What follows belongs to an exercise in optimizing a design on an open flow for small area; a production flow would make more cautious choices. The RTL was checked by simulation tests, not by an equivalence proof against the original design.

==> job 8890: inputs <==
==> flow/design.v <==
module AudDSP (
    input i_rst_n,
    input i_clk,
    input i_start,
    input i_pause,
    input [2:0] i_speed,
    input i_is_slow,
    input i_slow_mode,
    input i_daclrck,
    input signed [15:0] i_sram_data,
    input [19:0] i_sram_stop_addr,
    output signed [15:0] o_dac_data,
    output o_en,
    output o_is_pause,
    output [19:0] o_sram_addr
);
    localparam S_IDLE  = 2'd0;
    localparam S_PAUSE = 2'd1;
    localparam S_PLAY  = 2'd2;
    localparam S_EMPTY = 2'd3;
    reg [1:0]  state_r;
    reg        is_play_r;      
    reg [19:0] addr_r;
    reg [15:0] o_data_r;
    reg [15:0] sram_data_r;
    reg [2:0]  speed_r;
    reg        is_slow_r;
    reg        slow_mode_r;
    reg [3:0]  slow_counter_r;
    reg [1:0]  get_data_counter_r;
    reg [15:0] sram_data_next_r;
    assign o_en = !i_daclrck;
    assign o_dac_data = o_data_r;
    assign o_sram_addr = addr_r;
    assign o_is_pause = !is_play_r;
    wire is_pause_r = !is_play_r;
    wire idle  = state_r == S_IDLE;
    wire pause = state_r == S_PAUSE;
    wire play  = state_r == S_PLAY;
    wire empty = state_r == S_EMPTY;
    wire play0 = play && get_data_counter_r == 2'd0;
    wire play2 = play && get_data_counter_r == 2'd2;
    wire play3 = play && get_data_counter_r == 2'd3;
    wire sc_zero = slow_counter_r == 4'd0;
    wire fetch   = !is_slow_r || sc_zero;
    reg [1:0] state_w;
    always @(*) begin
        case (state_r)
            S_IDLE:  state_w = i_start ? S_PAUSE : S_IDLE;
            S_PAUSE: state_w = is_pause_r ? S_PAUSE : S_PLAY;
            default: state_w = is_pause_r ? S_PAUSE : (i_daclrck ? S_PLAY : S_EMPTY);
        endcase
    end
    wire [3:0] addr_inc = !play0 ? 4'd0 : (is_slow_r ? {3'd0, sc_zero} : {1'b0, speed_r} + 4'd1);
    wire [19:0] temp_addr;
    wire [20:0] temp_c;      
    wire [20:0] gt_c;        
    assign temp_c[0] = 1'b0;
    assign gt_c[0] = 1'b0;
    genvar j;
    generate
        for (j = 0; j < 20; j = j + 1) begin : g_addr
            wire inc_j = (j < 4) ? addr_inc[j < 4 ? j : 0] : 1'b0;
            assign temp_addr[j] = addr_r[j] ^ inc_j ^ temp_c[j];
            assign temp_c[j+1] = (addr_r[j] & inc_j) | (temp_c[j] & (addr_r[j] ^ inc_j));
            assign gt_c[j+1] = (temp_addr[j] & !i_sram_stop_addr[j]) | (gt_c[j] & !(i_sram_stop_addr[j] & !temp_addr[j]));
        end
    endgenerate
    wire temp_cout = temp_c[20];
    wire temp_gt = gt_c[20];
    wire [19:0] addr_w = (temp_cout || temp_gt) ? 20'd0 : temp_addr;
    wire [15:0] interp;
    AudDSP_interp u_interp (
        .cur(sram_data_r), .nxt(sram_data_next_r),
        .k((is_slow_r && slow_mode_r) ? slow_counter_r : 4'd0),
        .sp(speed_r), .out(interp)
    );
    always @(posedge i_clk or negedge i_rst_n) begin
        if (!i_rst_n) begin
            state_r     <= S_IDLE;
            is_play_r   <= 1'b0;
            addr_r      <= 20'd0;
            o_data_r    <= 16'd0;
            sram_data_r <= 16'd0;
        end else begin
            state_r <= state_w;
            if (pause)                      is_play_r <= is_play_r || i_pause;
            else                            is_play_r <= is_play_r && !i_pause;
            addr_r <= addr_w;
            if (play3)                      o_data_r <= interp;
            if (play2 && fetch)             sram_data_r <= sram_data_next_r;
        end
    end
    always @(posedge i_clk) begin
        speed_r     <= i_speed;
        is_slow_r   <= i_is_slow;
        slow_mode_r <= i_slow_mode;
        if (pause || (play2 && fetch)) sram_data_next_r <= i_sram_data;
        if (!play) get_data_counter_r <= 2'd0;
        else if (get_data_counter_r != 2'd3) get_data_counter_r <= get_data_counter_r + 2'd1;
        if (pause) slow_counter_r <= 4'd0;
        else if (play && is_slow_r && i_daclrck)
            slow_counter_r <= (slow_counter_r == {1'b0, speed_r}) ? 4'd0 : slow_counter_r + 4'd1;
    end
endmodule
module AudDSP_interp (
    input  [15:0] cur,
    input  [15:0] nxt,
    input  [3:0]  k,
    input  [2:0]  sp,
    output [15:0] out
);
    wire [16:0] diff = {nxt[15], nxt} - {cur[15], cur};
    wire neg = diff[16];
    wire [3:0] sk = {4{diff[16]}} & k;
    wire [20:0] row0 = {3'd0, !sk[0], sk[0], diff[15:0] & {16{k[0]}}};
    wire [20:0] row1 = {3'd0, !sk[1], diff[15:0] & {16{k[1]}}, 1'd0};
    wire [20:0] row2 = {2'd0, !sk[2], diff[15:0] & {16{k[2]}}, 2'd0};
    wire [20:0] row3 = {1'd0, !sk[3], diff[15:0] & {16{k[3]}}, 3'd0};
    wire [20:0] sum1 = row0 + row1;
    wire [20:0] sum2 = sum1 + row2;
    wire [20:0] sum3 = sum2 + row3;
    wire [20:0] prod = {!sum3[20], sum3[19:0]};
    wire [2:0] rem [0:20];
    wire [15:0] quo;
    assign rem[20] = prod[20] ? sp : 3'd0;
    genvar i;
    generate
        for (i = 19; i >= 0; i = i - 1) begin : g_div
            wire [3:0] t = {rem[i+1], prod[i]};
            wire [4:0] s = {1'b0, t} + {2'b01, ~sp};
            assign rem[i] = s[4] ? s[2:0] : t[2:0];
            if (i < 16) begin : g_q
                assign quo[i] = s[4];
            end
        end
    endgenerate
    wire round = neg & (rem[0] != 3'd0);
    assign out = cur + quo + {15'd0, round};
endmodule
==> flow/flow/run.sh <==
#!/bin/bash
# Layout flow: the standard layout, on a netlist whose combinational logic
# is mapped by ABC for area. The flip-flops are those of the standard
# synthesis, with the same names and cell types; when a re-mapped netlist does
# not keep them, the standard synthesis netlist is used.
set -uo pipefail
W=$(pwd)
F=$W/flow
R=orfs/results/$FLOW_PLATFORM/AudDSP/base

# 1. the standard synthesis (reference for the flip-flops)
bash standard.sh synth > $W/log_synth_standard.txt 2>&1 || exit 1
cp $R/1_2_yosys.v $W/netlist_standard.v
cp orfs/reports/$FLOW_PLATFORM/AudDSP/base/synth_stat.txt $W/stat_standard.txt
best=$W/netlist_standard.v
best_area=$(sed -n 's/.*Chip area for module.*: *//p' $W/stat_standard.txt | head -1)
echo "standard: $best_area" > $W/log_choice.txt

# 2. the same synthesis script with an area-oriented ABC script in place of
#    the final ABC call and ripple-carry adders in place of Kogge-Stone ones;
#    variants "noabc*" also skip the quick ABC pass of synth's fine step
sed 's|log_cmd abc {\*}\$abc_args|log_cmd abc -script $::env(MY_ABC_SCRIPT) {*}[lrange $abc_args 2 end]|' \
  $FLOW_HOME/scripts/synth.tcl > $W/synth_area.tcl
sed "s|source \$::env(SCRIPTS_DIR)/synth.tcl|source $W/synth_area.tcl|" $W/synth_recipe.tcl > $W/synth_recipe_area.tcl
for v in fast noabc noabc2; do
  extra=("SYNTH_OPERATIONS_ARGS=-extra-map $F/ripple_lcu.v")
  [[ $v == noabc* ]] && extra+=(SYNTH_ARGS=-noabc)
  script=$F/area.script
  [[ $v == noabc2 ]] && script=$F/area2.script
  MY_ABC_SCRIPT=$script make -C $FLOW_HOME DESIGN_CONFIG=$W/config.mk WORK_HOME=$W/synth_$v \
    CLKGATE_MAP_FILE= SYNTH_SCRIPT=$W/synth_recipe_area.tcl "${extra[@]}" synth > $W/log_synth_$v.txt 2>&1 || continue
  cr=$W/synth_$v/results/$FLOW_PLATFORM/AudDSP/base
  area=$(sed -n 's/.*Chip area for module.*: *//p' $W/synth_$v/reports/$FLOW_PLATFORM/AudDSP/base/synth_stat.txt | head -1)
  if python3 $F/match.py $W/netlist_standard.v $cr/1_2_yosys.v $W/netlist_$v.v > $W/log_match_$v.txt 2>&1; then
    echo "$v: $area" >> $W/log_choice.txt
    if python3 -c "import sys; sys.exit(0 if float('$area') < float('$best_area') else 1)"; then
      best=$W/netlist_$v.v; best_area=$area
    fi
  else
    echo "$v: $area (flip-flops differ, not used)" >> $W/log_choice.txt
  fi
done
echo "chosen: $best ($best_area)" >> $W/log_choice.txt

# 3. the standard layout of the chosen netlist; ports buffered with buf_1
rm -rf orfs
bash standard.sh SYNTH_NETLIST_FILES=$best "BUFFER_PORTS_ARGS=-buffer_cell sky130_fd_sc_hd__buf_1" finish \
  > $W/log_layout.txt 2>&1
==> flow/flow/area.script <==
strash
dc2
dc2
dch -f
amap
topo
dnsize
==> flow/flow/area2.script <==
strash
dch
amap
topo
dnsize
==> flow/flow/match.py <==
"""Give each flip-flop of a re-optimised netlist the instance name that the
standard synthesis gave the flip-flop driving the same Q net, and check that
both netlists hold the same flip-flops (same Q nets, same cell types).
usage: match.py STANDARD.v CUSTOM.v OUT.v ; exit status 1 when they differ."""
import re
import sys

FF = re.compile(r'^(\s*)(sky130_fd_sc_hd__(?:df|edf|sdf|dl)\w*)\s+(\\\S+\s|\S+)\s*\((.*?)\);', re.S | re.M)
QPIN = re.compile(r'\.Q\(\s*(\\\S+\s|[^\s()]+)\s*\)')


def ffs(text):
    out = {}
    for m in FF.finditer(text):
        cell, name, body = m.group(2), m.group(3).strip(), m.group(4)
        q = QPIN.search(body)
        if not q:
            sys.exit(f"no Q pin on {name}")
        net = q.group(1).strip()
        if net in out:
            sys.exit(f"two flip-flops drive {net}")
        out[net] = (name, cell, m)
    return out


std = open(sys.argv[1]).read()
cus = open(sys.argv[2]).read()
a, b = ffs(std), ffs(cus)
if set(a) != set(b):
    sys.exit(f"flip-flop Q nets differ: {sorted(set(a) ^ set(b))[:10]}")
for net in a:
    if a[net][1] != b[net][1]:
        sys.exit(f"cell type differs for {net}: {a[net][1]} vs {b[net][1]}")
names_std = {v[0] for v in a.values()}
if len(names_std) != len(a):
    sys.exit("duplicate flip-flop names in the standard netlist")
# every instance name in the custom netlist other than its flip-flops
others = set(re.findall(r'^\s*sky130_fd_sc_hd__\w+\s+(\\\S+\s|\S+)\s*\(', cus, re.M))
others = {o.strip() for o in others} - {v[0] for v in b.values()}
clash = names_std & others
for net in b:
    new, old = a[net][0], b[net][0]
    if new != old and not new.startswith('\\'):
        if re.search(r'(?<![\w$\\])' + re.escape(new) + r'(?![\w$])', cus):
            clash.add(new)
if clash:
    sys.exit(f"standard flip-flop names clash with other cells: {sorted(clash)[:5]}")
# rename, from the end so match offsets stay valid
edits = [(b[net][2], a[net][0]) for net in b]
edits.sort(key=lambda e: e[0].start(3), reverse=True)
out = cus
for m, new in edits:
    out = out[:m.start(3)] + new + ' ' + out[m.end(3):]
open(sys.argv[3], 'w').write(out)
renamed = sum(1 for net in b if b[net][0] != a[net][0])
print(f"{len(a)} flip-flops match; {renamed} renamed")
==> flow/flow/ripple_lcu.v <==
(* techmap_celltype = "$lcu" *)
module _80_lcu_ripple (P, G, CI, CO);
	parameter WIDTH = 2;

	(* force_downto *)
	input [WIDTH-1:0] P, G;
	input CI;

	(* force_downto *)
	output [WIDTH-1:0] CO;

	genvar i;
	generate
		for (i = 0; i < WIDTH; i = i + 1) begin : g
			if (i == 0) begin : g0
				assign CO[0] = G[0] | (P[0] & CI);
			end else begin : gi
				assign CO[i] = G[i] | (P[i] & CO[i-1]);
			end
		end
	endgenerate
endmodule
==> flow/standard.sh <==
#!/bin/bash
# synth_recipe.tcl (not shown) runs the flow's synth.tcl, then flattens the netlist and writes it again
# the make line also repeats each setting of config.mk as NAME=value (left out here)
make -C /OpenROAD-flow-scripts/flow DESIGN_CONFIG=/design/flow/config.mk WORK_HOME=/design/flow/orfs CLKGATE_MAP_FILE= SYNTH_SCRIPT=/design/flow/synth_recipe.tcl "${@:-finish}"
==> flow/config.mk <==
export PLATFORM = sky130hd
export DESIGN_NAME = AudDSP
export DESIGN_NICKNAME = AudDSP
export VERILOG_FILES = /design/flow/design.v
export SDC_FILE = /design/flow/constraint.sdc
export NUM_CORES = 4
export LEC_CHECK = 0
export CAP_MARGIN = 10
export CORE_MARGIN = 2
export CORE_UTILIZATION = 40
export CTS_BUF_LIST = sky130_fd_sc_hd__clkbuf_8
export SLEW_MARGIN = 10
==> flow/constraint.sdc <==
create_clock -name core_clock -period 100.0 [get_ports {i_clk}]
set_input_delay 20.0000 -clock core_clock [delete_from_list [all_inputs] [get_ports {i_clk}]]
set_output_delay 20.0000 -clock core_clock [all_outputs]
set_load 0.01 [all_outputs]
==> job 1348: changes against job 8890 <==
==> flow/design.v, changed modules only <==
module AudDSP_interp (
    input  [15:0] cur,
    input  [15:0] nxt,
    input  [3:0]  k,
    input  [2:0]  sp,
    output [15:0] out
);
    wire [16:0] diff = {nxt[15], nxt} - {cur[15], cur};
    wire neg = diff[16];
    wire [3:0] sk = {4{diff[16]}} & k;
    wire [20:0] row0 = {3'd0, !sk[0], sk[0], diff[15:0] & {16{k[0]}}};
    wire [20:0] row1 = {3'd0, !sk[1], diff[15:0] & {16{k[1]}}, 1'd0};
    wire [20:0] row2 = {2'd0, !sk[2], diff[15:0] & {16{k[2]}}, 2'd0};
    wire [20:0] row3 = {1'd0, !sk[3], diff[15:0] & {16{k[3]}}, 3'd0};
    wire [20:0] sum1 = row0 + row1;
    wire [20:0] sum2 = sum1 + row2;
    wire [20:0] sum3 = sum2 + row3;
    wire [20:0] prod = {!sum3[20], sum3[19:0]};
    wire [2:0] rem [0:20];
    wire [15:0] quo;
    wire [2:0] nsp = ~sp;
    assign rem[20] = prod[20] ? sp : 3'd0;
    genvar i;
    generate
        for (i = 19; i >= 0; i = i - 1) begin : g_div
            wire [3:0] t = {rem[i+1], prod[i]};
            wire c0 = t[0] & nsp[0];
            wire c1 = (t[1] & nsp[1]) | (c0 & (t[1] | nsp[1]));
            wire c2 = (t[2] & nsp[2]) | (c1 & (t[2] | nsp[2]));
            wire q = t[3] | c2;
            assign rem[i] = {t[2] ^ (q & (nsp[2] ^ c1)), t[1] ^ (q & (nsp[1] ^ c0)), t[0] ^ (q & nsp[0])};
            if (i < 16) begin : g_q
                assign quo[i] = q;
            end
        end
    endgenerate
    wire round = neg & (rem[0] != 3'd0);
    assign out = cur + quo + {15'd0, round};
endmodule
--- a/flow/flow/run.sh
+++ b/flow/flow/run.sh
@@ -44,5 +44,7 @@
 
-# 3. the standard layout of the chosen netlist; ports buffered with buf_1
+# 3. the standard layout of the chosen netlist; ports buffered with buf_1,
+#    and no dummy loads on the clock tree
 rm -rf orfs
-bash standard.sh SYNTH_NETLIST_FILES=$best "BUFFER_PORTS_ARGS=-buffer_cell sky130_fd_sc_hd__buf_1" finish \
+bash standard.sh SYNTH_NETLIST_FILES=$best "BUFFER_PORTS_ARGS=-buffer_cell sky130_fd_sc_hd__buf_1" \
+  "CTS_ARGS=-sink_clustering_enable -repair_clock_nets -buf_list sky130_fd_sc_hd__clkbuf_8 -dont_use_dummy_load -sink_clustering_size 30 -sink_clustering_max_diameter 150" finish \
   > $W/log_layout.txt 2>&1
==> job 4743: changes against job 8890 <==
==> flow/design.v, changed modules only <==
module AudDSP_interp (
    input  [15:0] cur,
    input  [15:0] nxt,
    input  [3:0]  k,
    input  [2:0]  sp,
    output [15:0] out
);
    wire [16:0] diff = {nxt[15], nxt} - {cur[15], cur};
    wire neg = diff[16];
    wire [3:0] sk = {4{diff[16]}} & k;
    wire [20:0] row0 = {3'd0, !sk[0], sk[0], diff[15:0] & {16{k[0]}}};
    wire [20:0] row1 = {3'd0, !sk[1], diff[15:0] & {16{k[1]}}, 1'd0};
    wire [20:0] row2 = {2'd0, !sk[2], diff[15:0] & {16{k[2]}}, 2'd0};
    wire [20:0] row3 = {1'd0, !sk[3], diff[15:0] & {16{k[3]}}, 3'd0};
    wire [20:0] sum1 = row0 + row1;
    wire [20:0] sum2 = sum1 + row2;
    wire [20:0] sum3 = sum2 + row3;
    wire [20:0] prod = {!sum3[20], sum3[19:0]};
    wire [2:0] rem [0:20];
    wire [15:0] quo;
    wire [2:0] nsp = ~sp;
    assign rem[20] = prod[20] ? sp : 3'd0;
    genvar i;
    generate
        for (i = 19; i >= 0; i = i - 1) begin : g_div
            wire [3:0] t = {rem[i+1], prod[i]};
            wire c0 = t[0] & nsp[0];
            wire c1 = (t[1] & nsp[1]) | (c0 & (t[1] | nsp[1]));
            wire c2 = (t[2] & nsp[2]) | (c1 & (t[2] | nsp[2]));
            wire q = t[3] | c2;
            assign rem[i] = {t[2] ^ (q & (nsp[2] ^ c1)), t[1] ^ (q & (nsp[1] ^ c0)), t[0] ^ (q & nsp[0])};
            if (i < 16) begin : g_q
                assign quo[i] = q;
            end
        end
    endgenerate
    wire round = neg & (rem[0] != 3'd0);
    assign out = cur + quo + {15'd0, round};
endmodule
--- a/flow/flow/run.sh
+++ b/flow/flow/run.sh
@@ -20,3 +20,4 @@
 #    the final ABC call and ripple-carry adders in place of Kogge-Stone ones;
-#    variants "noabc*" also skip the quick ABC pass of synth's fine step
+#    "noabc" variants also skip the quick ABC pass of synth's fine step.
+#    The variants run two at a time.
 sed 's|log_cmd abc {\*}\$abc_args|log_cmd abc -script $::env(MY_ABC_SCRIPT) {*}[lrange $abc_args 2 end]|' \
@@ -24,11 +25,22 @@
 sed "s|source \$::env(SCRIPTS_DIR)/synth.tcl|source $W/synth_area.tcl|" $W/synth_recipe.tcl > $W/synth_recipe_area.tcl
-for v in fast noabc noabc2; do
-  extra=("SYNTH_OPERATIONS_ARGS=-extra-map $F/ripple_lcu.v")
-  [[ $v == noabc* ]] && extra+=(SYNTH_ARGS=-noabc)
-  script=$F/area.script
-  [[ $v == noabc2 ]] && script=$F/area2.script
-  MY_ABC_SCRIPT=$script make -C $FLOW_HOME DESIGN_CONFIG=$W/config.mk WORK_HOME=$W/synth_$v \
-    CLKGATE_MAP_FILE= SYNTH_SCRIPT=$W/synth_recipe_area.tcl "${extra[@]}" synth > $W/log_synth_$v.txt 2>&1 || continue
+variants="fast_b8 noabc_b8 noabc_a5 noabc_d2 noabc_c3"
+run_variant() {
+  local v=$1
+  local extra=("SYNTH_OPERATIONS_ARGS=-extra-map $F/ripple_lcu.v")
+  [[ $v == noabc_* ]] && extra+=(SYNTH_ARGS=-noabc)
+  MY_ABC_SCRIPT=$F/area_${v#*_}.script make -C $FLOW_HOME DESIGN_CONFIG=$W/config.mk WORK_HOME=$W/synth_$v \
+    CLKGATE_MAP_FILE= SYNTH_SCRIPT=$W/synth_recipe_area.tcl "${extra[@]}" synth > $W/log_synth_$v.txt 2>&1
+}
+n=0
+for v in $variants; do
+  run_variant $v &
+  n=$((n + 1))
+  if (( n % 2 == 0 )); then wait; fi
+done
+wait
+for v in $variants; do
   cr=$W/synth_$v/results/$FLOW_PLATFORM/AudDSP/base
-  area=$(sed -n 's/.*Chip area for module.*: *//p' $W/synth_$v/reports/$FLOW_PLATFORM/AudDSP/base/synth_stat.txt | head -1)
+  st=$W/synth_$v/reports/$FLOW_PLATFORM/AudDSP/base/synth_stat.txt
+  [[ -f $cr/1_2_yosys.v && -f $st ]] || { echo "$v: failed" >> $W/log_choice.txt; continue; }
+  area=$(sed -n 's/.*Chip area for module.*: *//p' $st | head -1)
   if python3 $F/match.py $W/netlist_standard.v $cr/1_2_yosys.v $W/netlist_$v.v > $W/log_match_$v.txt 2>&1; then
@@ -44,5 +56,12 @@
 
-# 3. the standard layout of the chosen netlist; ports buffered with buf_1
+# 3. the standard layout of the chosen netlist; ports buffered with buf_1,
+#    and no dummy loads on the clock tree
 rm -rf orfs
-bash standard.sh SYNTH_NETLIST_FILES=$best "BUFFER_PORTS_ARGS=-buffer_cell sky130_fd_sc_hd__buf_1" finish \
-  > $W/log_layout.txt 2>&1
+bash standard.sh SYNTH_NETLIST_FILES=$best "BUFFER_PORTS_ARGS=-buffer_cell sky130_fd_sc_hd__buf_1" \
+  "CTS_ARGS=-sink_clustering_enable -repair_clock_nets -buf_list sky130_fd_sc_hd__clkbuf_8 -dont_use_dummy_load" finish \
+  > $W/log_layout.txt 2>&1 && [[ -s out/final.def ]] && exit 0
+
+# 4. if that layout failed, the standard layout as it is
+echo "layout of the chosen netlist failed; standard layout" >> $W/log_choice.txt
+rm -rf orfs out/final.def
+bash standard.sh finish > $W/log_layout_standard.txt 2>&1
==> flow/flow/area_a5.script (new file) <==
strash
dch
amap
topo
dnsize
==> flow/flow/area_b8.script (new file) <==
strash
dc2
dc2
dch -f
amap
topo
dnsize
==> flow/flow/area_c3.script (new file) <==
strash
dc2
dch -f
amap
strash
dc2
dch -f
amap
topo
dnsize
==> flow/flow/area_d2.script (new file) <==
strash
dc2
dc2
dc2
dch -f
amap
topo
dnsize
--- a/flow/config.mk
+++ b/flow/config.mk
@@ -11,2 +11,3 @@
 export CTS_BUF_LIST = sky130_fd_sc_hd__clkbuf_8
+export GPL_TIMING_DRIVEN = 0
 export SLEW_MARGIN = 10
removed: flow/flow/area.script
removed: flow/flow/area2.script
==> qor summary <==
metric	job 8890	job 4743	job 1348
Run status	finished clean	finished clean	finished clean
Mean Syn Cell Area	11.0 sq um	8.57 sq um	8.52 sq um
Number of nets in the synthesized netlist	862	975	986
Number of global-route vias before repair	5626	5477	5335
Arrival @ worst endpoint	42.98 ns	40.91 ns	40.94 ns
1st-pass router iterations	4	4	5
Maximum number of pins on one net before global-route repair	56	58	59
Number of inverters outside the clock class in the layout	105	88	94
Grt met1 use	0.230	0.249	0.253
Count of buffer and inverter cells on the critical path	21	21	25
GP Congestion	0.863	0.790	0.789
Avg WL per Cell	15.5 microns	13.4 microns	13.3 microns

port drivers added, routing unchanged:
Ports are ideal in the flow. The routed layouts listed here were re-timed in OpenROAD. Step 1 (the two cells are an assumption about what drives the block):
set clk [get_ports {i_clk}]
set_driving_cell -lib_cell sky130_fd_sc_hd__clkbuf_16 $clk
set_driving_cell -lib_cell sky130_fd_sc_hd__buf_2 [delete_from_list [all_inputs] $clk]
Step 2, shift: input delay + t, output delay - t, t = (earliest + latest rising clock arrival at the registers) / 2. This alone moves slack from input paths to output paths. Slacks: ideal ports / drivers / drivers and shift; pairs: ideal ports / drivers.
run | t (ns) | slack for setup (ns) | worst slew at a driven data input, ns
job 8890 | 0.402 | 57.288 / 57.288 / 57.288 | 0.05
job 1348 | 0.403 | 59.316 / 59.316 / 59.316 | 0.08
job 4743 | 0.405 | 59.353 / 59.353 / 59.353 | 0.05
After both steps setup and hold are still met in every run listed.
